Background: an optimization exercise with open tools, aiming at small area, a short achievable clock period and few clock cycles per item. Do not read the settings as production practice. Only simulation tests tie the RTL to the original design; equivalence was not proved.

`config.mk`:
```
export PLATFORM = sky130hd
export DESIGN_NAME = boothsalgo
export DESIGN_NICKNAME = boothsalgo
export VERILOG_FILES = /design/flow/design.v
export SDC_FILE = /design/flow/constraint.sdc
export NUM_CORES = 4
export LEC_CHECK = 0
export ABC_AREA = 0
export CAP_MARGIN = 20
export CORE_MARGIN = 2
export CORE_UTILIZATION = 40
export SETUP_SLACK_MARGIN = 2.0
export SLEW_MARGIN = 20
```
`constraint.sdc`:
```
create_clock -name core_clock -period 6.5 [get_ports {clock}]
set_input_delay 1.3000 -clock core_clock [delete_from_list [all_inputs] [get_ports {clock}]]
set_output_delay 1.3000 -clock core_clock [all_outputs]
set_load 0.01 [all_outputs]
```
`design.v`:
```
module boothsalgo(clock, reset, signal_in, mcand, mplier, product, done_signal, addOP, subOP);
    input clock, reset, signal_in;
    input signed [31:0] mcand;
    input signed [31:0] mplier;
    output reg signed [63:0] product;
    output reg done_signal;
    output reg [4:0] addOP;
    reg m31;              
    output reg [4:0] subOP;
    reg [31:0] X;         
    reg [31:0] L;         
    reg [31:0] H;         
    reg        p;         
    reg        busy;
    reg [1:0] nch;   
    reg [1:0] idx;   
    wire mcand_fit1 = (~|mcand[31:7]) | (&mcand[31:7]);
    wire mcand_fit2 = (~|mcand[31:15]) | (&mcand[31:15]);
    wire mcand_fit3 = (~|mcand[31:23]) | (&mcand[31:23]);
    wire [1:0] n_mcand = mcand_fit1 ? 2'd0 : (mcand_fit2 ? 2'd1 : (mcand_fit3 ? 2'd2 : (3)));
    wire mplier_fit1 = (~|mplier[31:7]) | (&mplier[31:7]);
    wire mplier_fit2 = (~|mplier[31:15]) | (&mplier[31:15]);
    wire mplier_fit3 = (~|mplier[31:23]) | (&mplier[31:23]);
    wire [1:0] n_mplier = mplier_fit1 ? 2'd0 : (mplier_fit2 ? 2'd1 : (mplier_fit3 ? 2'd2 : (3)));
    wire swap = n_mcand < n_mplier;
    wire [8:0] yb = {L[7:0], p};
    wire [33:0] xe = {{2{X[31]}}, X};
    wire [33:0] x2 = {X[31], X, 1'b0};
    wire one0 = yb[0] ^ yb[1];
    wire two0 = (yb[2] & ~yb[1] & ~yb[0]) | (~yb[2] & yb[1] & yb[0]);
    wire neg0 = yb[2];
    wire [33:0] pp0 = (({34{one0}} & xe) | ({34{two0}} & x2)) ^ {34{neg0}};
    wire one1 = yb[2] ^ yb[3];
    wire two1 = (yb[4] & ~yb[3] & ~yb[2]) | (~yb[4] & yb[3] & yb[2]);
    wire neg1 = yb[4];
    wire [33:0] pp1 = (({34{one1}} & xe) | ({34{two1}} & x2)) ^ {34{neg1}};
    wire one2 = yb[4] ^ yb[5];
    wire two2 = (yb[6] & ~yb[5] & ~yb[4]) | (~yb[6] & yb[5] & yb[4]);
    wire neg2 = yb[6];
    wire [33:0] pp2 = (({34{one2}} & xe) | ({34{two2}} & x2)) ^ {34{neg2}};
    wire one3 = yb[6] ^ yb[7];
    wire two3 = (yb[8] & ~yb[7] & ~yb[6]) | (~yb[8] & yb[7] & yb[6]);
    wire neg3 = yb[8];
    wire [33:0] pp3 = (({34{one3}} & xe) | ({34{two3}} & x2)) ^ {34{neg3}};
    wire cs1;
    wire cs2;
    wire cs3;
    wire cs4;
    wire cs5;
    wire cs6;
    wire cs7;
    wire cs8;
    wire cs9;
    wire cs10;
    wire cs11;
    wire cs12;
    wire cs13;
    wire cs14;
    wire cs15;
    wire cs16;
    wire cs17;
    wire cs18;
    wire cs19;
    wire cs20;
    wire cs21;
    wire cs22;
    wire cs23;
    wire cs24;
    wire cs25;
    wire cs26;
    wire cs27;
    wire cs28;
    wire cs29;
    wire cs30;
    wire cs31;
    wire cs32;
    wire cs33;
    wire cs34;
    wire cs35;
    wire cs36;
    wire cs37;
    wire cs38;
    wire cs39;
    wire cs40;
    wire cs41;
    wire cs42;
    wire cs43;
    wire cs44;
    wire cs45;
    wire cs46;
    wire cs47;
    wire cs48;
    wire cs49;
    wire cs50;
    wire cs51;
    wire cs52;
    wire cs53;
    wire cs54;
    wire cs55;
    wire cs56;
    wire cs57;
    wire cs58;
    wire cs59;
    wire cs60;
    wire cs61;
    wire cs62;
    wire cs63;
    wire cs64;
    wire cs65;
    wire cs66;
    wire cs67;
    wire cs68;
    wire cs69;
    wire cs70;
    wire cs71;
    wire cs72;
    wire cs73;
    wire cs74;
    wire cs75;
    wire cs76;
    wire cs77;
    wire cs78;
    wire cs79;
    wire cs80;
    wire cs81;
    wire cs82;
    wire cs83;
    wire cs84;
    wire cs85;
    wire cs86;
    wire cs87;
    wire cs88;
    wire cs89;
    wire cs90;
    wire cs91;
    wire cs92;
    wire cs93;
    wire cs94;
    wire cs95;
    wire cs96;
    wire cs97;
    wire cs98;
    wire cs99;
    wire cs100;
    wire cs101;
    wire cs102;
    wire cs103;
    wire cs104;
    wire cs105;
    wire cs106;
    wire cs107;
    wire cs108;
    wire cs109;
    wire cs110;
    wire cs111;
    wire cs112;
    wire cs113;
    wire cs114;
    wire cs115;
    wire cs116;
    wire cs117;
    wire cs118;
    wire cs119;
    wire cs120;
    wire cs121;
    wire cs122;
    wire cs123;
    wire cs124;
    wire cs125;
    wire cs126;
    wire cs127;
    wire cs128;
    wire cs129;
    wire cs130;
    wire cs131;
    wire cs132;
    wire cs133;
    wire cs134;
    wire cs135;
    wire cs136;
    wire cs137;
    wire cs138;
    wire cs139;
    wire cs140;
    wire cs141;
    wire cs142;
    wire cs143;
    wire cs144;
    wire cs145;
    wire cs146;
    wire cs147;
    wire cs148;
    wire cs149;
    wire cs150;
    wire cs151;
    wire cs152;
    wire cs153;
    wire cs154;
    wire cs155;
    wire cs156;
    wire cs157;
    wire cs158;
    wire cs159;
    wire cs160;
    wire cs161;
    wire cs162;
    wire cs163;
    wire cs164;
    wire cs165;
    wire cs166;
    wire cs167;
    wire cs168;
    wire cs169;
    wire cs170;
    wire cs171;
    wire cs172;
    wire cs173;
    wire cs174;
    wire cs175;
    wire cs176;
    wire cs177;
    wire cs178;
    wire cs179;
    wire cs180;
    wire cs181;
    wire cs182;
    wire cs183;
    wire cs184;
    wire cs185;
    wire cs186;
    wire cs187;
    wire cs188;
    wire cs189;
    wire cs190;
    wire cs191;
    wire cs192;
    wire cs193;
    wire cs194;
    wire cs195;
    wire cs196;
    wire cs197;
    wire cs198;
    wire cs199;
    wire cs200;
    wire cs201;
    wire cs202;
    wire cs203;
    wire cs204;
    wire cs205;
    wire cs206;
    wire cs207;
    wire cs208;
    wire cs209;
    wire cs210;
    wire cs211;
    wire cs212;
    wire cs213;
    wire cs214;
    wire cs215;
    wire cs216;
    wire cs217;
    wire cs218;
    wire cs219;
    wire cs220;
    wire cs221;
    wire cs222;
    wire cs223;
    wire cs224;
    wire cs225;
    wire cs226;
    wire cs227;
    wire cs228;
    wire cs229;
    wire cs230;
    wire cs231;
    wire cs232;
    wire cs233;
    wire cs234;
    wire cs235;
    wire cs236;
    wire cs237;
    wire cs238;
    wire cs239;
    wire cs240;
    wire cs241;
    wire cs242;
    wire cs243;
    wire cs244;
    wire cs245;
    wire cs246;
    wire cs247;
    wire cs248;
    wire cs249;
    wire cs250;
    wire cs251;
    wire cs252;
    wire cs253;
    wire cs254;
    wire cs255;
    wire cs256;
    wire cs257;
    wire cs258;
    wire cs259;
    wire cs260;
    wire cs261;
    wire cs262;
    wire cs263;
    wire cs264;
    assign cs1 = H[4] ^ pp0[4];
    assign cs2 = H[4] & pp0[4];
    assign cs3 = H[5] ^ pp0[5];
    assign cs4 = H[5] & pp0[5];
    assign cs5 = H[6] ^ pp0[6] ^ pp1[4];
    assign cs6 = (H[6] & pp0[6]) | (H[6] & pp1[4]) | (pp0[6] & pp1[4]);
    assign cs7 = pp2[2] ^ pp3[0];
    assign cs8 = pp2[2] & pp3[0];
    assign cs9 = H[7] ^ pp0[7] ^ pp1[5];
    assign cs10 = (H[7] & pp0[7]) | (H[7] & pp1[5]) | (pp0[7] & pp1[5]);
    assign cs11 = pp2[3] ^ pp3[1];
    assign cs12 = pp2[3] & pp3[1];
    assign cs13 = H[8] ^ pp0[8] ^ pp1[6];
    assign cs14 = (H[8] & pp0[8]) | (H[8] & pp1[6]) | (pp0[8] & pp1[6]);
    assign cs15 = pp2[4] ^ pp3[2];
    assign cs16 = pp2[4] & pp3[2];
    assign cs17 = H[9] ^ pp0[9] ^ pp1[7];
    assign cs18 = (H[9] & pp0[9]) | (H[9] & pp1[7]) | (pp0[9] & pp1[7]);
    assign cs19 = pp2[5] ^ pp3[3];
    assign cs20 = pp2[5] & pp3[3];
    assign cs21 = H[10] ^ pp0[10] ^ pp1[8];
    assign cs22 = (H[10] & pp0[10]) | (H[10] & pp1[8]) | (pp0[10] & pp1[8]);
    assign cs23 = pp2[6] ^ pp3[4];
    assign cs24 = pp2[6] & pp3[4];
    assign cs25 = H[11] ^ pp0[11] ^ pp1[9];
    assign cs26 = (H[11] & pp0[11]) | (H[11] & pp1[9]) | (pp0[11] & pp1[9]);
    assign cs27 = pp2[7] ^ pp3[5];
    assign cs28 = pp2[7] & pp3[5];
    assign cs29 = H[12] ^ pp0[12] ^ pp1[10];
    assign cs30 = (H[12] & pp0[12]) | (H[12] & pp1[10]) | (pp0[12] & pp1[10]);
    assign cs31 = pp2[8] ^ pp3[6];
    assign cs32 = pp2[8] & pp3[6];
    assign cs33 = H[13] ^ pp0[13] ^ pp1[11];
    assign cs34 = (H[13] & pp0[13]) | (H[13] & pp1[11]) | (pp0[13] & pp1[11]);
    assign cs35 = pp2[9] ^ pp3[7];
    assign cs36 = pp2[9] & pp3[7];
    assign cs37 = H[14] ^ pp0[14] ^ pp1[12];
    assign cs38 = (H[14] & pp0[14]) | (H[14] & pp1[12]) | (pp0[14] & pp1[12]);
    assign cs39 = pp2[10] ^ pp3[8];
    assign cs40 = pp2[10] & pp3[8];
    assign cs41 = H[15] ^ pp0[15] ^ pp1[13];
    assign cs42 = (H[15] & pp0[15]) | (H[15] & pp1[13]) | (pp0[15] & pp1[13]);
    assign cs43 = pp2[11] ^ pp3[9];
    assign cs44 = pp2[11] & pp3[9];
    assign cs45 = H[16] ^ pp0[16] ^ pp1[14];
    assign cs46 = (H[16] & pp0[16]) | (H[16] & pp1[14]) | (pp0[16] & pp1[14]);
    assign cs47 = pp2[12] ^ pp3[10];
    assign cs48 = pp2[12] & pp3[10];
    assign cs49 = H[17] ^ pp0[17] ^ pp1[15];
    assign cs50 = (H[17] & pp0[17]) | (H[17] & pp1[15]) | (pp0[17] & pp1[15]);
    assign cs51 = pp2[13] ^ pp3[11];
    assign cs52 = pp2[13] & pp3[11];
    assign cs53 = H[18] ^ pp0[18] ^ pp1[16];
    assign cs54 = (H[18] & pp0[18]) | (H[18] & pp1[16]) | (pp0[18] & pp1[16]);
    assign cs55 = pp2[14] ^ pp3[12];
    assign cs56 = pp2[14] & pp3[12];
    assign cs57 = H[19] ^ pp0[19] ^ pp1[17];
    assign cs58 = (H[19] & pp0[19]) | (H[19] & pp1[17]) | (pp0[19] & pp1[17]);
    assign cs59 = pp2[15] ^ pp3[13];
    assign cs60 = pp2[15] & pp3[13];
    assign cs61 = H[20] ^ pp0[20] ^ pp1[18];
    assign cs62 = (H[20] & pp0[20]) | (H[20] & pp1[18]) | (pp0[20] & pp1[18]);
    assign cs63 = pp2[16] ^ pp3[14];
    assign cs64 = pp2[16] & pp3[14];
    assign cs65 = H[21] ^ pp0[21] ^ pp1[19];
    assign cs66 = (H[21] & pp0[21]) | (H[21] & pp1[19]) | (pp0[21] & pp1[19]);
    assign cs67 = pp2[17] ^ pp3[15];
    assign cs68 = pp2[17] & pp3[15];
    assign cs69 = H[22] ^ pp0[22] ^ pp1[20];
    assign cs70 = (H[22] & pp0[22]) | (H[22] & pp1[20]) | (pp0[22] & pp1[20]);
    assign cs71 = pp2[18] ^ pp3[16];
    assign cs72 = pp2[18] & pp3[16];
    assign cs73 = H[23] ^ pp0[23] ^ pp1[21];
    assign cs74 = (H[23] & pp0[23]) | (H[23] & pp1[21]) | (pp0[23] & pp1[21]);
    assign cs75 = pp2[19] ^ pp3[17];
    assign cs76 = pp2[19] & pp3[17];
    assign cs77 = H[24] ^ pp0[24] ^ pp1[22];
    assign cs78 = (H[24] & pp0[24]) | (H[24] & pp1[22]) | (pp0[24] & pp1[22]);
    assign cs79 = pp2[20] ^ pp3[18];
    assign cs80 = pp2[20] & pp3[18];
    assign cs81 = H[25] ^ pp0[25] ^ pp1[23];
    assign cs82 = (H[25] & pp0[25]) | (H[25] & pp1[23]) | (pp0[25] & pp1[23]);
    assign cs83 = pp2[21] ^ pp3[19];
    assign cs84 = pp2[21] & pp3[19];
    assign cs85 = H[26] ^ pp0[26] ^ pp1[24];
    assign cs86 = (H[26] & pp0[26]) | (H[26] & pp1[24]) | (pp0[26] & pp1[24]);
    assign cs87 = pp2[22] ^ pp3[20];
    assign cs88 = pp2[22] & pp3[20];
    assign cs89 = H[27] ^ pp0[27] ^ pp1[25];
    assign cs90 = (H[27] & pp0[27]) | (H[27] & pp1[25]) | (pp0[27] & pp1[25]);
    assign cs91 = pp2[23] ^ pp3[21];
    assign cs92 = pp2[23] & pp3[21];
    assign cs93 = H[28] ^ pp0[28] ^ pp1[26];
    assign cs94 = (H[28] & pp0[28]) | (H[28] & pp1[26]) | (pp0[28] & pp1[26]);
    assign cs95 = pp2[24] ^ pp3[22];
    assign cs96 = pp2[24] & pp3[22];
    assign cs97 = H[29] ^ pp0[29] ^ pp1[27];
    assign cs98 = (H[29] & pp0[29]) | (H[29] & pp1[27]) | (pp0[29] & pp1[27]);
    assign cs99 = pp2[25] ^ pp3[23];
    assign cs100 = pp2[25] & pp3[23];
    assign cs101 = H[30] ^ pp0[30] ^ pp1[28];
    assign cs102 = (H[30] & pp0[30]) | (H[30] & pp1[28]) | (pp0[30] & pp1[28]);
    assign cs103 = pp2[26] ^ pp3[24];
    assign cs104 = pp2[26] & pp3[24];
    assign cs105 = ~H[31] ^ pp0[31] ^ pp1[29];
    assign cs106 = (~H[31] & pp0[31]) | (~H[31] & pp1[29]) | (pp0[31] & pp1[29]);
    assign cs107 = pp2[27] ^ pp3[25] ^ 1'b1;
    assign cs108 = (pp2[27] & pp3[25]) | (pp2[27] & 1'b1) | (pp3[25] & 1'b1);
    assign cs109 = pp0[32] ^ pp1[30] ^ pp2[28];
    assign cs110 = (pp0[32] & pp1[30]) | (pp0[32] & pp2[28]) | (pp1[30] & pp2[28]);
    assign cs111 = pp3[26] ^ 1'b1;
    assign cs112 = pp3[26] & 1'b1;
    assign cs113 = ~pp0[33] ^ pp1[31] ^ pp2[29];
    assign cs114 = (~pp0[33] & pp1[31]) | (~pp0[33] & pp2[29]) | (pp1[31] & pp2[29]);
    assign cs115 = pp1[32] ^ pp2[30];
    assign cs116 = pp1[32] & pp2[30];
    assign cs117 = H[2] ^ pp0[2];
    assign cs118 = H[2] & pp0[2];
    assign cs119 = H[3] ^ pp0[3];
    assign cs120 = H[3] & pp0[3];
    assign cs121 = cs1 ^ pp1[2] ^ pp2[0];
    assign cs122 = (cs1 & pp1[2]) | (cs1 & pp2[0]) | (pp1[2] & pp2[0]);
    assign cs123 = cs2 ^ cs3 ^ pp1[3];
    assign cs124 = (cs2 & cs3) | (cs2 & pp1[3]) | (cs3 & pp1[3]);
    assign cs125 = cs4 ^ cs5 ^ cs7;
    assign cs126 = (cs4 & cs5) | (cs4 & cs7) | (cs5 & cs7);
    assign cs127 = cs6 ^ cs8 ^ cs9;
    assign cs128 = (cs6 & cs8) | (cs6 & cs9) | (cs8 & cs9);
    assign cs129 = cs10 ^ cs12 ^ cs13;
    assign cs130 = (cs10 & cs12) | (cs10 & cs13) | (cs12 & cs13);
    assign cs131 = cs14 ^ cs16 ^ cs17;
    assign cs132 = (cs14 & cs16) | (cs14 & cs17) | (cs16 & cs17);
    assign cs133 = cs18 ^ cs20 ^ cs21;
    assign cs134 = (cs18 & cs20) | (cs18 & cs21) | (cs20 & cs21);
    assign cs135 = cs22 ^ cs24 ^ cs25;
    assign cs136 = (cs22 & cs24) | (cs22 & cs25) | (cs24 & cs25);
    assign cs137 = cs26 ^ cs28 ^ cs29;
    assign cs138 = (cs26 & cs28) | (cs26 & cs29) | (cs28 & cs29);
    assign cs139 = cs30 ^ cs32 ^ cs33;
    assign cs140 = (cs30 & cs32) | (cs30 & cs33) | (cs32 & cs33);
    assign cs141 = cs34 ^ cs36 ^ cs37;
    assign cs142 = (cs34 & cs36) | (cs34 & cs37) | (cs36 & cs37);
    assign cs143 = cs38 ^ cs40 ^ cs41;
    assign cs144 = (cs38 & cs40) | (cs38 & cs41) | (cs40 & cs41);
    assign cs145 = cs42 ^ cs44 ^ cs45;
    assign cs146 = (cs42 & cs44) | (cs42 & cs45) | (cs44 & cs45);
    assign cs147 = cs46 ^ cs48 ^ cs49;
    assign cs148 = (cs46 & cs48) | (cs46 & cs49) | (cs48 & cs49);
    assign cs149 = cs50 ^ cs52 ^ cs53;
    assign cs150 = (cs50 & cs52) | (cs50 & cs53) | (cs52 & cs53);
    assign cs151 = cs54 ^ cs56 ^ cs57;
    assign cs152 = (cs54 & cs56) | (cs54 & cs57) | (cs56 & cs57);
    assign cs153 = cs58 ^ cs60 ^ cs61;
    assign cs154 = (cs58 & cs60) | (cs58 & cs61) | (cs60 & cs61);
    assign cs155 = cs62 ^ cs64 ^ cs65;
    assign cs156 = (cs62 & cs64) | (cs62 & cs65) | (cs64 & cs65);
    assign cs157 = cs66 ^ cs68 ^ cs69;
    assign cs158 = (cs66 & cs68) | (cs66 & cs69) | (cs68 & cs69);
    assign cs159 = cs70 ^ cs72 ^ cs73;
    assign cs160 = (cs70 & cs72) | (cs70 & cs73) | (cs72 & cs73);
    assign cs161 = cs74 ^ cs76 ^ cs77;
    assign cs162 = (cs74 & cs76) | (cs74 & cs77) | (cs76 & cs77);
    assign cs163 = cs78 ^ cs80 ^ cs81;
    assign cs164 = (cs78 & cs80) | (cs78 & cs81) | (cs80 & cs81);
    assign cs165 = cs82 ^ cs84 ^ cs85;
    assign cs166 = (cs82 & cs84) | (cs82 & cs85) | (cs84 & cs85);
    assign cs167 = cs86 ^ cs88 ^ cs89;
    assign cs168 = (cs86 & cs88) | (cs86 & cs89) | (cs88 & cs89);
    assign cs169 = cs90 ^ cs92 ^ cs93;
    assign cs170 = (cs90 & cs92) | (cs90 & cs93) | (cs92 & cs93);
    assign cs171 = cs94 ^ cs96 ^ cs97;
    assign cs172 = (cs94 & cs96) | (cs94 & cs97) | (cs96 & cs97);
    assign cs173 = cs98 ^ cs100 ^ cs101;
    assign cs174 = (cs98 & cs100) | (cs98 & cs101) | (cs100 & cs101);
    assign cs175 = cs102 ^ cs104 ^ cs105;
    assign cs176 = (cs102 & cs104) | (cs102 & cs105) | (cs104 & cs105);
    assign cs177 = cs106 ^ cs108 ^ cs109;
    assign cs178 = (cs106 & cs108) | (cs106 & cs109) | (cs108 & cs109);
    assign cs179 = cs110 ^ cs112 ^ cs113;
    assign cs180 = (cs110 & cs112) | (cs110 & cs113) | (cs112 & cs113);
    assign cs181 = cs114 ^ cs115 ^ pp3[28];
    assign cs182 = (cs114 & cs115) | (cs114 & pp3[28]) | (cs115 & pp3[28]);
    assign cs183 = cs116 ^ ~pp1[33] ^ pp2[31];
    assign cs184 = (cs116 & ~pp1[33]) | (cs116 & pp2[31]) | (~pp1[33] & pp2[31]);
    assign cs185 = pp2[32] ^ pp3[30];
    assign cs186 = pp2[32] & pp3[30];
    assign cs187 = H[0] ^ pp0[0];
    assign cs188 = H[0] & pp0[0];
    assign cs189 = H[1] ^ pp0[1];
    assign cs190 = H[1] & pp0[1];
    assign cs191 = cs117 ^ pp1[0] ^ neg1;
    assign cs192 = (cs117 & pp1[0]) | (cs117 & neg1) | (pp1[0] & neg1);
    assign cs193 = cs118 ^ cs119 ^ pp1[1];
    assign cs194 = (cs118 & cs119) | (cs118 & pp1[1]) | (cs119 & pp1[1]);
    assign cs195 = cs120 ^ cs121 ^ neg2;
    assign cs196 = (cs120 & cs121) | (cs120 & neg2) | (cs121 & neg2);
    assign cs197 = cs122 ^ cs123 ^ pp2[1];
    assign cs198 = (cs122 & cs123) | (cs122 & pp2[1]) | (cs123 & pp2[1]);
    assign cs199 = cs124 ^ cs125 ^ neg3;
    assign cs200 = (cs124 & cs125) | (cs124 & neg3) | (cs125 & neg3);
    assign cs201 = cs126 ^ cs127 ^ cs11;
    assign cs202 = (cs126 & cs127) | (cs126 & cs11) | (cs127 & cs11);
    assign cs203 = cs128 ^ cs129 ^ cs15;
    assign cs204 = (cs128 & cs129) | (cs128 & cs15) | (cs129 & cs15);
    assign cs205 = cs130 ^ cs131 ^ cs19;
    assign cs206 = (cs130 & cs131) | (cs130 & cs19) | (cs131 & cs19);
    assign cs207 = cs132 ^ cs133 ^ cs23;
    assign cs208 = (cs132 & cs133) | (cs132 & cs23) | (cs133 & cs23);
    assign cs209 = cs134 ^ cs135 ^ cs27;
    assign cs210 = (cs134 & cs135) | (cs134 & cs27) | (cs135 & cs27);
    assign cs211 = cs136 ^ cs137 ^ cs31;
    assign cs212 = (cs136 & cs137) | (cs136 & cs31) | (cs137 & cs31);
    assign cs213 = cs138 ^ cs139 ^ cs35;
    assign cs214 = (cs138 & cs139) | (cs138 & cs35) | (cs139 & cs35);
    assign cs215 = cs140 ^ cs141 ^ cs39;
    assign cs216 = (cs140 & cs141) | (cs140 & cs39) | (cs141 & cs39);
    assign cs217 = cs142 ^ cs143 ^ cs43;
    assign cs218 = (cs142 & cs143) | (cs142 & cs43) | (cs143 & cs43);
    assign cs219 = cs144 ^ cs145 ^ cs47;
    assign cs220 = (cs144 & cs145) | (cs144 & cs47) | (cs145 & cs47);
    assign cs221 = cs146 ^ cs147 ^ cs51;
    assign cs222 = (cs146 & cs147) | (cs146 & cs51) | (cs147 & cs51);
    assign cs223 = cs148 ^ cs149 ^ cs55;
    assign cs224 = (cs148 & cs149) | (cs148 & cs55) | (cs149 & cs55);
    assign cs225 = cs150 ^ cs151 ^ cs59;
    assign cs226 = (cs150 & cs151) | (cs150 & cs59) | (cs151 & cs59);
    assign cs227 = cs152 ^ cs153 ^ cs63;
    assign cs228 = (cs152 & cs153) | (cs152 & cs63) | (cs153 & cs63);
    assign cs229 = cs154 ^ cs155 ^ cs67;
    assign cs230 = (cs154 & cs155) | (cs154 & cs67) | (cs155 & cs67);
    assign cs231 = cs156 ^ cs157 ^ cs71;
    assign cs232 = (cs156 & cs157) | (cs156 & cs71) | (cs157 & cs71);
    assign cs233 = cs158 ^ cs159 ^ cs75;
    assign cs234 = (cs158 & cs159) | (cs158 & cs75) | (cs159 & cs75);
    assign cs235 = cs160 ^ cs161 ^ cs79;
    assign cs236 = (cs160 & cs161) | (cs160 & cs79) | (cs161 & cs79);
    assign cs237 = cs162 ^ cs163 ^ cs83;
    assign cs238 = (cs162 & cs163) | (cs162 & cs83) | (cs163 & cs83);
    assign cs239 = cs164 ^ cs165 ^ cs87;
    assign cs240 = (cs164 & cs165) | (cs164 & cs87) | (cs165 & cs87);
    assign cs241 = cs166 ^ cs167 ^ cs91;
    assign cs242 = (cs166 & cs167) | (cs166 & cs91) | (cs167 & cs91);
    assign cs243 = cs168 ^ cs169 ^ cs95;
    assign cs244 = (cs168 & cs169) | (cs168 & cs95) | (cs169 & cs95);
    assign cs245 = cs170 ^ cs171 ^ cs99;
    assign cs246 = (cs170 & cs171) | (cs170 & cs99) | (cs171 & cs99);
    assign cs247 = cs172 ^ cs173 ^ cs103;
    assign cs248 = (cs172 & cs173) | (cs172 & cs103) | (cs173 & cs103);
    assign cs249 = cs174 ^ cs175 ^ cs107;
    assign cs250 = (cs174 & cs175) | (cs174 & cs107) | (cs175 & cs107);
    assign cs251 = cs176 ^ cs177 ^ cs111;
    assign cs252 = (cs176 & cs177) | (cs176 & cs111) | (cs177 & cs111);
    assign cs253 = cs178 ^ cs179 ^ pp3[27];
    assign cs254 = (cs178 & cs179) | (cs178 & pp3[27]) | (cs179 & pp3[27]);
    assign cs255 = cs180 ^ cs181 ^ 1'b1;
    assign cs256 = (cs180 & cs181) | (cs180 & 1'b1) | (cs181 & 1'b1);
    assign cs257 = cs182 ^ cs183 ^ pp3[29];
    assign cs258 = (cs182 & cs183) | (cs182 & pp3[29]) | (cs183 & pp3[29]);
    assign cs259 = cs184 ^ cs185 ^ 1'b1;
    assign cs260 = (cs184 & cs185) | (cs184 & 1'b1) | (cs185 & 1'b1);
    assign cs261 = cs186 ^ ~pp2[33] ^ pp3[31];
    assign cs262 = (cs186 & ~pp2[33]) | (cs186 & pp3[31]) | (~pp2[33] & pp3[31]);
    assign cs263 = pp3[32] ^ 1'b1;
    assign cs264 = pp3[32] & 1'b1;
    wire [39:0] sum = {cs264, cs262, cs260, cs258, cs256, cs254, cs252, cs250, cs248, cs246, cs244, cs242, cs240, cs238, cs236, cs234, cs232, cs230, cs228, cs226, cs224, cs222, cs220, cs218, cs216, cs214, cs212, cs210, cs208, cs206, cs204, cs202, cs200, cs198, cs196, cs194, cs192, cs190, cs188, cs187} + {~pp3[33], cs263, cs261, cs259, cs257, cs255, cs253, cs251, cs249, cs247, cs245, cs243, cs241, cs239, cs237, cs235, cs233, cs231, cs229, cs227, cs225, cs223, cs221, cs219, cs217, cs215, cs213, cs211, cs209, cs207, cs205, cs203, cs201, cs199, cs197, cs195, cs193, cs191, cs189, neg0};
    wire [31:0] rises = mplier & ~{mplier[30:0], 1'b0};
    wire gp0a = rises[0] | rises[1];
    wire gp0b = rises[2] | rises[3];
    wire gs0 = gp0a ^ gp0b;
    wire gc0 = gp0a & gp0b;
    wire gp1a = rises[4] | rises[5];
    wire gp1b = rises[6] | rises[7];
    wire gs1 = gp1a ^ gp1b;
    wire gc1 = gp1a & gp1b;
    wire gp2a = rises[8] | rises[9];
    wire gp2b = rises[10] | rises[11];
    wire gs2 = gp2a ^ gp2b;
    wire gc2 = gp2a & gp2b;
    wire gp3a = rises[12] | rises[13];
    wire gp3b = rises[14] | rises[15];
    wire gs3 = gp3a ^ gp3b;
    wire gc3 = gp3a & gp3b;
    wire gp4a = rises[16] | rises[17];
    wire gp4b = rises[18] | rises[19];
    wire gs4 = gp4a ^ gp4b;
    wire gc4 = gp4a & gp4b;
    wire gp5a = rises[20] | rises[21];
    wire gp5b = rises[22] | rises[23];
    wire gs5 = gp5a ^ gp5b;
    wire gc5 = gp5a & gp5b;
    wire gp6a = rises[24] | rises[25];
    wire gp6b = rises[26] | rises[27];
    wire gs6 = gp6a ^ gp6b;
    wire gc6 = gp6a & gp6b;
    wire gp7a = rises[28] | rises[29];
    wire gp7b = rises[30] | rises[31];
    wire gs7 = gp7a ^ gp7b;
    wire gc7 = gp7a & gp7b;
    wire pc1;
    wire pc2;
    wire pc3;
    wire pc4;
    wire pc5;
    wire pc6;
    wire pc7;
    wire pc8;
    wire pc9;
    wire pc10;
    wire pc11;
    wire pc12;
    wire pc13;
    wire pc14;
    wire pc15;
    wire pc16;
    wire pc17;
    wire pc18;
    wire pc19;
    wire pc20;
    wire pc21;
    wire pc22;
    wire pc23;
    wire pc24;
    assign pc1 = gs0 ^ gs1 ^ gs2;
    assign pc2 = (gs0 & gs1) | (gs0 & gs2) | (gs1 & gs2);
    assign pc3 = gc0 ^ gc1 ^ gc2;
    assign pc4 = (gc0 & gc1) | (gc0 & gc2) | (gc1 & gc2);
    assign pc5 = gc3 ^ gc4;
    assign pc6 = gc3 & gc4;
    assign pc7 = pc1 ^ gs3 ^ gs4;
    assign pc8 = (pc1 & gs3) | (pc1 & gs4) | (gs3 & gs4);
    assign pc9 = pc2 ^ pc3 ^ pc5;
    assign pc10 = (pc2 & pc3) | (pc2 & pc5) | (pc3 & pc5);
    assign pc11 = gc5 ^ gc6;
    assign pc12 = gc5 & gc6;
    assign pc13 = pc7 ^ gs5;
    assign pc14 = pc7 & gs5;
    assign pc15 = pc8 ^ pc9 ^ pc11;
    assign pc16 = (pc8 & pc9) | (pc8 & pc11) | (pc9 & pc11);
    assign pc17 = pc10 ^ pc12 ^ pc4;
    assign pc18 = (pc10 & pc12) | (pc10 & pc4) | (pc12 & pc4);
    assign pc19 = pc13 ^ gs6;
    assign pc20 = pc13 & gs6;
    assign pc21 = pc14 ^ pc15 ^ gc7;
    assign pc22 = (pc14 & pc15) | (pc14 & gc7) | (pc15 & gc7);
    assign pc23 = pc16 ^ pc17 ^ pc6;
    assign pc24 = (pc16 & pc17) | (pc16 & pc6) | (pc17 & pc6);
    wire [4:0] nsub = {1'b0, pc24, pc22, pc20, pc19} + {1'b0, pc18, pc23, pc21, gs7};
    always @(posedge clock) begin
        if (reset) begin
            busy <= 1'b0;
            done_signal <= 1'b0;
        end else if (signal_in) begin
            X <= swap ? mplier : mcand;
            L <= swap ? mcand : mplier;
            nch <= swap ? n_mcand : n_mplier;
            H <= 32'd0;
            p <= 1'b0;
            idx <= 2'd0;
            busy <= 1'b1;
            done_signal <= 1'b0;
            subOP <= nsub;
            m31 <= mplier[31];
        end else if (busy) begin
            H <= sum[39:8];
            L <= {sum[7:0], L[31:8]};
            p <= L[7];
            idx <= idx + 1'b1;
            if (idx == nch) begin
                busy <= 1'b0;
                done_signal <= 1'b1;
            end
        end
    end
    always @(*) begin
        addOP = subOP - {4'd0, m31};
        case (nch)
            2'd0: product = $signed({H, L}) >>> 24;
            2'd1: product = $signed({H, L}) >>> 16;
            2'd2: product = $signed({H, L}) >>> 8;
            2'd3: product = $signed({H, L}) >>> 0;
            default: product = 64'sd0;
        endcase
    end
endmodule
```
`run.sh`:
```
#!/bin/bash
# synth_recipe.tcl (not shown) runs the flow's synth.tcl, then flattens the netlist and writes it again
# the make line also repeats each setting of config.mk as NAME=value (left out here)
make -C /OpenROAD-flow-scripts/flow DESIGN_CONFIG=/design/flow/config.mk WORK_HOME=/design/flow/orfs CLKGATE_MAP_FILE= SYNTH_SCRIPT=/design/flow/synth_recipe.tcl finish
```
==> run notes, run 1 <==
The count of distinct cell types in the synthesized netlist came out at just under 70. The minimum period implied by the final worst setup slack came out at ~5.4 ns. In this run, synthesis produced a sequential element count of about 110.

CTS built an H-tree with a depth of 3. The path class of the tightest hold or removal check is flip-flop to flip-flop. The startpoint identified for the worst hold timing path is done_signal. After synthesis, the cell types taking the most area are edfxtp_1 19%, fa_1 12%, ha_1 7.3%.

The highest cell delay on the worst timing path is 0.55 ns. The detailed router finished its first iteration with 2,418 violations. The number of buffers inserted for hold repair after clock tree synthesis came out at 0. The x dimension of the die is ~210 um.

The flop-to-flop setup slack is between 1 and 1.5 ns. Prior to clock tree synthesis, the placed netlist has a worst setup slack of 0.653 ns. The vertical die dimension came out at just over 200 um.

Setup repair after global routing could not meet its margin everywhere. The final-stage net count came out at ~2,400. Counting flops with an async set or reset pin after synthesis yields a share of 0%.

The count of final max-slew check failures is 0. The top cell type's share of synthesized area is 19.3%. The area of the die is 43,200 um2. The final setup slack of the worst path came out at approximately 1.1 ns.

The critical path is of the flip-flop to flip-flop type. The commonest non-fill, non-tap cell in the layout is nor2_1. After floorplanning, the core was sized to cover between 40,000 and 50,000 um2.

The via count is around 17,000. Among the stages of the critical path, the cell type that occurs most often is buf_6. STA classifies the critical path startpoint as a flip-flop. The total negative slack is 0 ns. The number of cell instances on the worst register-to-register path is 24. The fmax came out at around 190 MHz. The number of enable flip-flop cells after synthesis came out at between 100 and 150.

Counting every net in the synthesized netlist gives 2,318. Wires add up to ~70,000 um. In the layout the commonest cells are 248 x nor2_1, 243 x inv_1, 193 x a21oi_1.

The weighted congestion reported at the end of routability-driven placement came out at ~0.97. Across the run, the number of max-cap violations was 0. The clock passes through at most 2 buffers. After detailed routing, the average wire length per cell comes to roughly 25 um.

The maximum fanout along the worst path came out at 5. The ratio of final minimum period to clock period came out at between 80% and 90%. Clock-pin slew was measured on the worst setup and hold paths at about 0.09 ns.

From synthesis to final layout, the design area changed by 26.5%. The layout filler cell count is between 3,000 and 4,000. The clock tree from TritonCTS is done. After detailed routing, the number of remaining DRC violations is 0.

At the pin with the least slew margin, the transition time is roughly 0.94 ns. The number of global-route vias before repair is about 16,000. Walking the worst path, the cells encountered are buf_6 -> buf_6 -> buf_6 -> nor2_4 -> buf_12 -> a22oi_2 -> o21ai_2 -> fa_1 -> inv_2 -> fa_1 -> inv_1 -> fa_1 -> inv_2 -> ha_4 -> o2111ai_4 -> or2_4 -> o211ai_1 -> buf_4 -> o41a_1 -> buf_6 -> o211ai_1 -> a21oi_2 -> o21a_1 -> nor3_2.

The setup skew after layout came out at 0.0139 ns. The initial antenna violation count came out at 0. After detailed routing, the number of vias per cell comes to between 6 and 7.

The number of failing hold endpoints at the final stage came out at 0. The flip-flop cell with the highest count after synthesis is edfxtp_1. Clock tree synthesis selected as its root buffer the cell clkbuf_16. The count of clock tree sinks is approximately 110. For this run the aggregate overflow at the end of global routing stands at 0. The worst register-to-register path begins at L[1]. The detail route stage leaves a number of antenna-violating nets equal to 0. The arrival time of data at the critical path endpoint is between 5 and 6 ns.

The kind of cell with the highest combined delay on the critical path is adder cells. The hold path endpoint is done_signal. The sequential fraction of the synthesis area came out at a little under 20%. The HPWL after detailed placement is around 48,000 um.

The maximum number of pins on one net before global-route repair came out at just over 80. The effective utilization at floorplan came out at roughly 41%. The run finished with no timing, DRC or antenna violations. The first-pass GRT wire length is between 100,000 and 150,000 um. The worst slew margin relative to its limit is between 30% and 40%. The number of cell rows is 74.

The area of the mapped netlist came out at about 17,000 um2. The number of detailed-routing iterations run before antenna repair came out at 8. The slowest stage of the critical path belongs to the cell fa_1. The clock latency of the later-clocked register in the worst-skew pair is ~0.40 ns. Together, buffers and inverters on the worst path number 9. Of all cell types, the one taking the most synthesized area is edfxtp_1. The depth of the worst hold-timing path came out at 2. The cell count after synthesis came out at 2,053. The number of top-level pins came out at between 100 and 150. The count of endpoints failing setup in the final report came out at 0.

The all-layer global routing usage is 30.4%. In this run the mean area of a mapped cell was 8.09 um2. The required arrival time at the worst endpoint is approximately 6.6 ns. The reg-to-reg endpoint is H[22]. STA classifies the critical path endpoint as a flip-flop. The count of buffers added on input and output ports is about 140. The count of warnings emitted by yosys is 1. The fraction of layout instances using a drive strength above 1 came out at a little over a fifth. The total CTS buffers came out at 9.
## sequential cells by signal (all words and copies together) (netlist names)
| register | cells |
|---|---|
| idx | 2 |
| p | 1 |
| X | 32 |
| done_signal | 1 |
| L | 32 |
| busy | 1 |
| nch | 2 |
| H | 32 |
| m31 | 1 |
| subOP | 5 |
## timing repair
item / CTS / global route
pin swaps: 56 / 90
endpoints found under the setup margin: 45 / 34
resized for setup: 210 / 142
gates cloned: 5 / 5
buffers inserted: 73 / 44
## per-layer routing
| layer | global-route usage (%) | share of wire, % | vias to the layer above |
|---|---|---|---|
| li1 | - | - | 7488 |
| met2 | 46.7 | 44 | 993 |
| met5 | 0 | 0 | - |
| met1 | 41.3 | 41 | 8144 |
| met3 | 6.87 | 10 | 204 |
| met4 | 12.6 | 4.9 | 0 |
## final cells by class
class,instances,area [um2],share of cell area [%]
Multi-Input combinational cell,1478,12700,60.3
Timing Repair Buffer,315,3130,14.9
Sequential cell,109,3250,15.5
Clock inverter,7,78.8,0.375
Antenna cell,1,2.50,0.0119
Tap cell,532,666,3.17
Clock buffer,9,225,1.07
Inverter,263,987,4.70
## per-stage QoR
stage / hold slack (ns) / std cells / utilization, % / cell area (um2)
2_1_floorplan: 0.489 / 2053 / - / 16800
3_3_place_gp: 0.518 / 2570 / 45.0 / 18400
3_5_place_dp: 0.516 / 2570 / 45.0 / 18400
4_1_cts: 0.532 / 2664 / 49.0 / 20100
5_1_grt: 0.581 / 2713 / 51.3 / 21000
6_report: 0.530 / 2714 / 51.3 / 21000
## logic make-up after synthesis
| family | share of synthesized area [%] |
|---|---|
| AO/OA/AOI/OAI | 23.3 |
| AND/OR/NAND/NOR | 12.0 |
| buffers and inverters | 11.3 |
| adder cells (fa/ha/maj) | 19.5 |
| multiplexers | 12.1 |
| flip-flops | 19.6 |
| XOR/XNOR | 2.16 |
## how the worst max path moves through the flow
stage / start / endpoint / slack (ns) / cells after the start
6_report: L[1] / H[22] / 1.11 / 24
5_1_grt: L[1] / H[24] / 0.95 / 21
3_5_place_dp: L[1] / H[24] / 0.65 / 19
3_3_place_gp: L[1] / H[24] / 0.72 / 19
2_1_floorplan: L[1] / H[27] / 1.35 / 22
4_1_cts: L[1] / H[29] / 1.23 / 21
## synthesized netlist by cell type, types with 5 or more instances
master	n
inv_1	262
nor2_1	260
a21oi_1	213
clkbuf_1	170
nand2_1	110
edfxtp_1	107
fa_1	101
ha_1	97
o22ai_1	94
o21ai_0	88
mux2i_1	80
a221oi_1	68
a22oi_1	57
mux4_2	31
a21o_1	25
buf_1	25
mux2_4	22
xor2_1	21
nand3_1	20
xnor2_1	20
nand4_1	19
mux2_2	15
nor3_1	14
nor4_1	11
o21bai_1	11
a31o_2	10
a31oi_1	10
o211ai_1	7
and2_1	6
buf_12	6
and3_1	5
nand2b_1	5
nor2b_1	5
## worst register-to-register path, stage by stage, from the launching register on
cell	delay, ns
edfxtp_1	0.45
buf_6	0.13
buf_6	0.10
buf_6	0.10
nor2_4	0.05
buf_12	0.13
a22oi_2	0.20
o21ai_2	0.14
fa_1	0.55
inv_2	0.04
fa_1	0.47
inv_1	0.05
fa_1	0.53
inv_2	0.06
ha_4	0.30
o2111ai_4	0.13
or2_4	0.26
o211ai_1	0.32
buf_4	0.19
o41a_1	0.15
buf_6	0.14
o211ai_1	0.16
a21oi_2	0.27
o21a_1	0.18
nor3_2	0.04
Testbench counts, summed over its fixed seeds: cycles 8,914, mults 3,200.
==> inputs of run 2 (changes only) <==
--- a/config.mk
+++ b/config.mk
@@ -5,7 +5,7 @@
 export SDC_FILE = /design/flow/constraint.sdc
 export NUM_CORES = 4
 export LEC_CHECK = 0
-export ABC_AREA = 0
+export ABC_AREA = 1
 export CAP_MARGIN = 20
 export CORE_MARGIN = 2
 export CORE_UTILIZATION = 40
==> run 2 against run 1 <==
Against the previous run: global-route usage increased by 2.7 points; clock-buffer cell count stayed put; via count is 6.9% lower; routed wire length shrank 6.5%; critical path depth stayed put; sequential cell count stayed put; utilization up 2.5 points; clock skew is 0.0072 ns higher; maximum frequency is 11% higher; largest cell class unchanged.
==> run notes, run 2 <==
The count of final max-slew check failures came out at 0 (unchanged). The count of endpoints failing setup in the final report is 0 (unchanged). The routed via count divided by cell count is 5.78 (-6.8%). The core outline area is 36,700 um2 (-10%). The count of distinct cell types in the synthesized netlist is 45 (-34%). The number of global-route vias before repair came to 15,600 (-2.1%). The library cell used most frequently in the layout, excluding fill and tap cells, is inv_1. The number of max-cap violations is 0 (unchanged). The cell count after placement is 2,604 (+1.3%). inv_1 is the most common cell in the netlist. The effective utilization at floorplan came out at 40.8% (+0.20 points). The number of buffers inserted for hold repair after clock tree synthesis was 0 (unchanged). The vertical die dimension came out at 197 um (-5.0%). TritonCTS built the clock tree. The total DRC errors in the routed layout came out at 0 (unchanged). The endpoint identified for the worst register-to-register timing path is H[26]. The maximum fanout along the worst path is 8 (+3).

In the layout the commonest cells are 366 x inv_1, 330 x nand2_1, 126 x xor2_1. The post-synthesis to final-layout area growth came out at 32.0%. The final-stage net count came to 2,501 (+2.5%). The number of top-level pins came to 142 (unchanged).

The H-tree level count is 3 (unchanged). The clock root buffer is clkbuf_16. The worst slew margin relative to its limit came out at 32.7% (-4.5 points). The number of cell instances on the worst register-to-register path is 24 (unchanged). The transition time of the tightest slew-check pin is 1.01 ns (+0.0671 ns).

STA classifies the critical path endpoint as a flip-flop. The total overflow reported by the global router is 0 (unchanged). The first-pass GRT wire length came out at 95,100 um (-5.2%). The run finished with no timing, DRC or antenna violations. The maximum number of pins on one net before global-route repair is 66 (-19%).

Sorting the synthesized cells by area gives the leading types as edfxtp_1 21%, fa_1 14%, inv_1 10%. The worst hold path begins at done_signal. The count of clock tree sinks is 109 (unchanged). The total negative slack was 0 ns (unchanged).

The worst setup path is launched from a flip-flop. The area of the mapped netlist came out at 15,000 um2 (-9.9%). The via count came out at 15,700 (-6.9%).

The count of warnings emitted by yosys came out at 1 (unchanged). The ratio of final minimum period to clock period came out at 74.8% (-8.1 points). The fraction of layout instances using a drive strength above 1 came out at 20.7% (-1.1 points).

The x dimension of the die came out at 197 um (-5.0%). Setup repair after global routing could not meet its margin everywhere. The arrival time of data at the critical path endpoint is 5.02 ns (-0.50 ns).

The final setup slack of the worst path is 1.64 ns (+0.529 ns). The area of the die came out at 39,000 um2 (-9.7%). The clock latency of the later-clocked register in the worst-skew pair came out at 0.40 ns (about the same). The required arrival time at the worst endpoint is 6.66 ns (+0.03 ns).

The worst hold path terminates at done_signal. The number of failing hold endpoints at the final stage was 0 (unchanged). The sequential fraction of the synthesis area is 21.7% (+2.1 points). The net count of the mapped netlist came out at 2,316 (-0.086%). The flop-to-flop setup slack came out at 1.64 ns (+0.53 ns). The minimum period implied by the final worst setup slack came out at 4.86 ns (-0.529 ns). The all-layer global routing usage came to 33.1% (+2.7 points). The cell count after synthesis is 2,051 (-0.097%). The violation count after the first detailed-route iteration is 1,623 (-33%).

The cell type with the largest total area after synthesis is edfxtp_1. The proportion of synthesized flip-flops having asynchronous set or reset came to 0% (unchanged). The register clock-pin slew on the reported worst setup and hold paths came out at 0.09 ns (about the same). The number of detailed-routing iterations run before antenna repair came to 19 (+11). Tracing the worst setup path back leads to its startpoint at L[1]. Ranked by instance count, the synthesized netlist is headed by 405 x inv_1, 386 x nand2_1, 136 x nor2_1, 134 x xor2_1, 129 x o22ai_1. The total non-filler cell area in the finished layout was 19,800 um2 (-5.9%). The HPWL after detailed placement came to 48,900 um (+2.0%).

The detailed-route wire length came out at 63,800 um (-6.5%). The placement-stage worst setup slack is 0.818 ns (+0.164 ns). The path class of the tightest hold or removal check is flip-flop to flip-flop. The average detailed-routed wire length per instance came out at 23.5 um (-6.4%). The final non-filler cell total came out at 2,711 (-0.11%).

The area after detailed placement came out at 16,900 um2 (-8.2%). The top cell type's share of synthesized area came to 21.5% (+2.1 points). The initial antenna violation count came to 1 (+1). The flip-flop cell with the highest count after synthesis is edfxtp_1. The average cell area after synthesis came out at 7.30 um2 (-9.8%). The number of enable flip-flop cells after synthesis was 107 (unchanged). The worst register-to-register path begins at L[1]. The number of cell rows is 70 (-5.4%).

The total CTS buffers came out at 9 (unchanged). The setup path with the least slack is of type flip-flop to flip-flop. The weighted congestion reported at the end of routability-driven placement came out at 0.982 (+1.2%).

The setup skew after layout is 0.0211 ns (+0.00724 ns). The deepest clock path buffer count came out at 2 (unchanged). The register bit total from synthesis was 109 (unchanged). The depth of the worst hold-timing path is 2 (unchanged). The number of nets with antenna violations after detailed routing came out at 0 (unchanged).

In the final layout, the registers with the most flip-flops are H (32), L (32), X (32). The fmax came out at 206 MHz (+11%). The quantity of I/O buffers inserted on ports is 141 (unchanged).
==> run 2: cell count changes after synthesis, moves of 57 or more <==
cell / delta
a21oi_1: -103
a221oi_1: -62
a22oi_1: -57
clkbuf_1: -121
inv_1: +143
mux2i_1: -80
nand2_1: +276
nand3_1: +93
nor2_1: -124
xor2_1: +113
==> run 2: timing repair <==
| item | in CTS | in global routing |
|---|---|---|
| pin swaps | 82 | 74 |
| resized for setup | 391 | 106 |
| cloned | 7 | 0 |
| endpoints found under the hold margin | 0 | 0 |
| setup endpoints to repair | 49 | 43 |
| setup buffers | 55 | 27 |
==> run 2: metal layers <==
metal | part of all wire [%] | wire, um | track usage, % | vias to the layer above
li1 | - | - | - | 7112
met1 | 40 | 25200 | 41.9 | 7653
met2 | 47 | 29900 | 54.6 | 775
met3 | 9.4 | 6020 | 7.21 | 135
met4 | 4.2 | 2650 | 14.3 | 0
met5 | 0 | 0 | 0 | -
==> run 2: cells by family (layout without fill, tap and decap cells) <==
group	Yosys count	count (layout)	synth area share (%)
buf+inv	496	683	12.8
other cells	0	2	0
flops	109	109	21.7
xor+xnor	139	139	8.13
simple gates	669	669	18.3
compound gates	438	441	17.3
fa+ha+maj	200	200	21.8
==> run 2: stage by stage <==
stage	utilization (%)	hold slack [ns]
finish	53.8	0.470
global route	53.8	0.491
CTS	52.5	0.472
detailed placement	46.1	0.454
global placement	46.0	0.454
floorplan	-	0.457
==> run 2: cell type report <==
cell class,count,area (um2)
antenna,2,5.00
clock buffer,9,225
clock inverter,7,90.1
fill,3517,16900
inverter,411,1560
multi-input combinational,1449,11600
sequential,109,3250
tap,468,586
timing repair buffer,255,2420
timing repair inverter,1,5.00
==> run 2: critical path, stage by stage, from the launching register on <==
cell and delay, ns:
edfxtp_1 0.44, buf_12 0.16, nand2_4 0.06, inv_4 0.04, nor2_4 0.16, clkinv_4 0.17
buf_16 0.20, o22ai_4 0.19, xor2_2 0.10, fa_1 0.55, inv_2 0.05, fa_1 0.54
inv_1 0.05, fa_1 0.49, inv_2 0.05, ha_4 0.32, nand2_4 0.08, nor2_4 0.13
nand4_1 0.24, nor2_2 0.19, nand3_2 0.12, nand3_2 0.09, nand2_1 0.06, nand2_1 0.06
nor2_1 0.05
==> run 2: worst max-delay path by stage <==
stage	endpoint	slack [ns]	cells past startpoint
floorplan	H[25]	2.00	26
global placement	H[20]	0.86	24
detailed placement	H[20]	0.82	22
CTS	H[26]	1.74	26
global route	H[26]	1.48	24
finish	H[26]	1.64	24
==> inputs of run 3 (changes only) <==
--- a/config.mk
+++ b/config.mk
@@ -9,5 +9,4 @@
 export CAP_MARGIN = 20
 export CORE_MARGIN = 2
 export CORE_UTILIZATION = 40
-export SETUP_SLACK_MARGIN = 2.0
 export SLEW_MARGIN = 20
==> run 3 against run 2 <==
Against the previous run: still clean; critical path depth is 4 lower; synthesized area did not move; non-clock buffer count down 87; sequential share of layout area up 2.5 points; clock-buffer cell count unchanged; first-iteration DRC count increased by 7.0%; utilization fell by 7.1 points; via count shrank 4.3%; register-to-register slack worse by 1.4 ns; critical endpoint is now H[20]; highest routed layer is now met5.
==> run notes, run 3 <==
In this design, the largest share of critical-path delay is due to compound AO/OA/AOI/OAI gates. The proportion of synthesized flip-flops having asynchronous set or reset came out at 0% (unchanged). The cell count after synthesis came out at 2,051 (unchanged). The via count was 15,000 (-4.3%).

The run finished with no timing, DRC or antenna violations. The net count of the mapped netlist is 2,316 (unchanged). The number of nets with antenna violations after detailed routing came out at 0 (unchanged).

The total DRC errors in the routed layout is 0 (unchanged). Among all flip-flop cells after synthesis, the most frequent one is edfxtp_1. The effective utilization at floorplan is 40.8% (unchanged).

The commonest non-fill, non-tap cell in the layout is inv_1. The total CTS buffers is 9 (unchanged). The weighted congestion reported at the end of routability-driven placement came out at 1.04 (+6.1%). The total overflow reported by the global router came out at 0 (unchanged).

The sequential fraction of the synthesis area is 21.7% (unchanged). The fmax came out at 159 MHz (-23%). The number of detailed-routing iterations run before antenna repair came out at 6 (-13). The critical path buffer and inverter count came out at 4 (-3). The top cell type's share of synthesized area is 21.5% (unchanged). The post-synthesis to final-layout area growth is 14.7%.

Sorting the synthesized cells by area gives the leading types as edfxtp_1 21%, fa_1 14%, inv_1 10%. The worst slew margin relative to its limit is 24.2% (-8.5 points). The total negative slack is 0 ns (unchanged). The clock latency of the later-clocked register in the worst-skew pair is 0.40 ns (about the same). Among all cell types in the netlist, the one instantiated most often is inv_1.

Leaving out fill and tap cells, the most frequent cells in the layout are 405 x inv_1, 386 x nand2_1, 141 x clkdlybuf4s50_1. The register clock-pin slew on the reported worst setup and hold paths came to 0.09 ns (about the same). The area of the die came to 39,000 um2 (unchanged).

The arrival time of data at the critical path endpoint came out at 6.47 ns (+1.45 ns). The maximum fanout along the worst path came to 19 (+11). The worst setup path is launched from a flip-flop. The minimum period implied by the final worst setup slack came out at 6.31 ns (+1.45 ns). The number of post-CTS setup repair buffers came out at 0 (-100%). The most critical setup path has its startpoint at L[1].

The largest registers in the layout are H (32), L (32), X (32). The number of enable flip-flop cells after synthesis is 107 (unchanged). The count of cells resized by post-cts repair came out at 0 (-100%). The commonest cells after synthesis are 405 x inv_1, 386 x nand2_1, 136 x nor2_1, 134 x xor2_1, 129 x o22ai_1.

The core outline area is 36,700 um2 (unchanged). The first-pass GRT wire length came out at 89,400 um (-6.0%). The worst setup path is captured at a flip-flop. The synthesized design spends more area on one cell type than any other, namely edfxtp_1. The slowest stage cell on the critical path is o21ai_2. The highest cell delay on the worst timing path came out at 0.79 ns (+0.24 ns). The count of warnings emitted by yosys came out at 1 (unchanged). The initial antenna violation count is 1 (unchanged). The register bit total from synthesis came out at 109 (unchanged). The number of failing hold endpoints at the final stage came out at 0 (unchanged). The number of buffers inserted for hold repair after clock tree synthesis came out at 0 (unchanged).

The routed via count divided by cell count came to 5.73 (-0.95%). The count of distinct cell types in the synthesized netlist came out at 45 (unchanged). The x dimension of the die came out at 197 um (unchanged). The required arrival time at the worst endpoint is 6.66 ns (about the same).

The ratio of final minimum period to clock period is 97.0% (+22 points). The average detailed-routed wire length per instance is 22.6 um (-4.1%). The layout filler cell count came out at 3,736 (+6.2%). The clock tree from TritonCTS is done. The H-tree level count is 3 (unchanged). The class of the tightest hold or removal check is flip-flop to flip-flop. The setup skew after layout is 0.0163 ns (-0.00484 ns). The deepest clock path buffer count is 2 (unchanged).

The kind of critical path is flip-flop to flip-flop. The average cell area after synthesis came out at 7.30 um2 (unchanged). The count of endpoints failing setup in the final report is 0 (unchanged). Setup repair after global routing could not meet its margin everywhere. The transition time of the tightest slew-check pin came out at 1.14 ns (+0.126 ns). The area of the mapped netlist came out at 15,000 um2 (unchanged).

The signal on the critical path passes through nor2_1 -> o21ai_2 -> buf_4 -> o22ai_1 -> xor2_1 -> fa_1 -> inv_1 -> fa_1 -> inv_1 -> fa_1 -> inv_1 -> ha_1 -> a21oi_1 -> o21ai_0 -> a21oi_1 -> nand3_1 -> a21boi_0 -> nand2_1 -> nand2_1 -> nor2_1. The number of global-route vias before repair is 14,600 (-6.4%).

The fraction of layout instances using a drive strength above 1 came out at 3.07% (-18 points). The final-stage net count is 2,410 (-3.6%). The detailed-route wire length came out at 59,100 um (-7.4%). The startpoint identified for the worst hold timing path is done_signal. The quantity of I/O buffers inserted on ports is 141 (unchanged).

The final non-filler cell total was 2,618 (-3.4%). The count of clock tree sinks is 109 (unchanged). The cell count after placement came to 2,602 (-0.077%). The HPWL after detailed placement is 48,500 um (-0.80%). The violation count after the first detailed-route iteration came out at 1,737 (+7.0%).

The number of max-cap violations came out at 0 (unchanged). The number of top-level pins was 142 (unchanged). The cell sitting at the root of the clock tree is a clkbuf_16. The vertical die dimension came out at 197 um (unchanged). The maximum number of pins on one net before global-route repair came out at 67 (+1.5%). The count of final max-slew check failures came out at 0 (unchanged). The number of cell rows is 70 (unchanged). The startpoint identified for the worst register-to-register timing path is L[1]. The all-layer global routing usage came out at 30.9% (-2.2 points). The number of antenna cells inserted came out at 0 (-2).
-- run 3: cell counts after synthesis --
Identical to the previous run, type by type.
-- run 3: cell type report --
cell class                      instances  area, um2  share of cell area [%]
Clock buffer                            9        225                    1.31
Tap cell                              468        586                    3.41
Inverter                              411       1540                    8.99
Clock inverter                          7       73.8                   0.430
Sequential cell                       109       3250                    19.0
Timing Repair Buffer                  168       1640                    9.55
Multi-Input combinational cell       1446       9840                    57.3
-- run 3: cells by family (layout without fill, tap and decap cells) --
logic type | count (synthesis) | in the layout | share of synthesized area, %
AND/OR/NAND/NOR | 669 | 669 | 18.3
buffers and inverters | 496 | 595 | 12.8
adder cells (fa/ha/maj) | 200 | 200 | 21.8
AO/OA/AOI/OAI | 438 | 438 | 17.3
XOR/XNOR | 139 | 139 | 8.13
flip-flops | 109 | 109 | 21.7
-- run 3: per-stage QoR --
stage	area, um2	util [%]	setup WS [ns]	hold WS (ns)
finish	17200	46.8	0.193	0.464
global route	17200	46.8	-0.0547	0.505
CTS	17200	46.8	0.266	0.470
detailed placement	16900	45.9	0.288	0.456
global placement	16900	45.9	0.444	0.453
floorplan	15000	-	1.35	0.457
-- run 3: path summary, 6_finish.rpt --
check / endpoint / slack [ns] / depth (start not counted)
max: H[20] / 0.19 / 20
min: done_signal / 0.46 / 2
max reg2reg: H[20] / 0.19 / 20
min reg2reg: done_signal / 0.46 / 2
-- run 3: per-layer routing --
metal	part of all wire, %	vias up	GRT usage, %
li1	-	6910	-
met1	42	7103	41.2
met2	44	818	48.2
met3	9.1	161	6.06
met4	5.0	2	14.7
met5	0.022	-	0
-- run 3: worst register-to-register path, cell delays in order (launching register included) --
cell,delay (ns)
edfxtp_1,0.71
nor2_1,0.17
o21ai_2,0.79
buf_4,0.35
o22ai_1,0.12
xor2_1,0.21
fa_1,0.53
inv_1,0.07
fa_1,0.53
inv_1,0.05
fa_1,0.51
inv_1,0.05
ha_1,0.41
a21oi_1,0.36
o21ai_0,0.30
a21oi_1,0.21
nand3_1,0.22
a21boi_0,0.29
nand2_1,0.08
nand2_1,0.06
nor2_1,0.04

-- afterwards: timing with drivers on the ports --
Ports are ideal in the flow. The routed layouts listed here were re-timed in OpenROAD.
Step 1 (the two cells are an assumption about what drives the block):
set clk [get_ports {clock}]
set_driving_cell -lib_cell sky130_fd_sc_hd__clkbuf_16 $clk
set_driving_cell -lib_cell sky130_fd_sc_hd__buf_2 [delete_from_list [all_inputs] $clk]
Step 2 adds t to the input delays and takes it off the output delays; t is the mean of the earliest and latest rising clock arrival at the registers after step 1. Input paths then give back, and output paths get back, about the clock's delay inside the block.
Three values: ideal ports, drivers, drivers and shift; two values: the first two.
run | t, ns | setup WS [ns] | hold WS [ns] | slew at the worst register clock pin (ns)
run 1 | 0.441 | 1.112 / 1.112 / 1.112 | 0.530 / 0.530 / 0.530 | 0.09 / 0.09
run 2 | 0.449 | 1.640 / 1.640 / 1.640 | 0.470 / 0.470 / 0.470 | 0.10 / 0.10
run 3 | 0.441 | 0.193 / 0.193 / 0.193 | 0.464 / 0.464 / 0.464 | 0.09 / 0.09
After both steps every run listed still meets setup and hold.
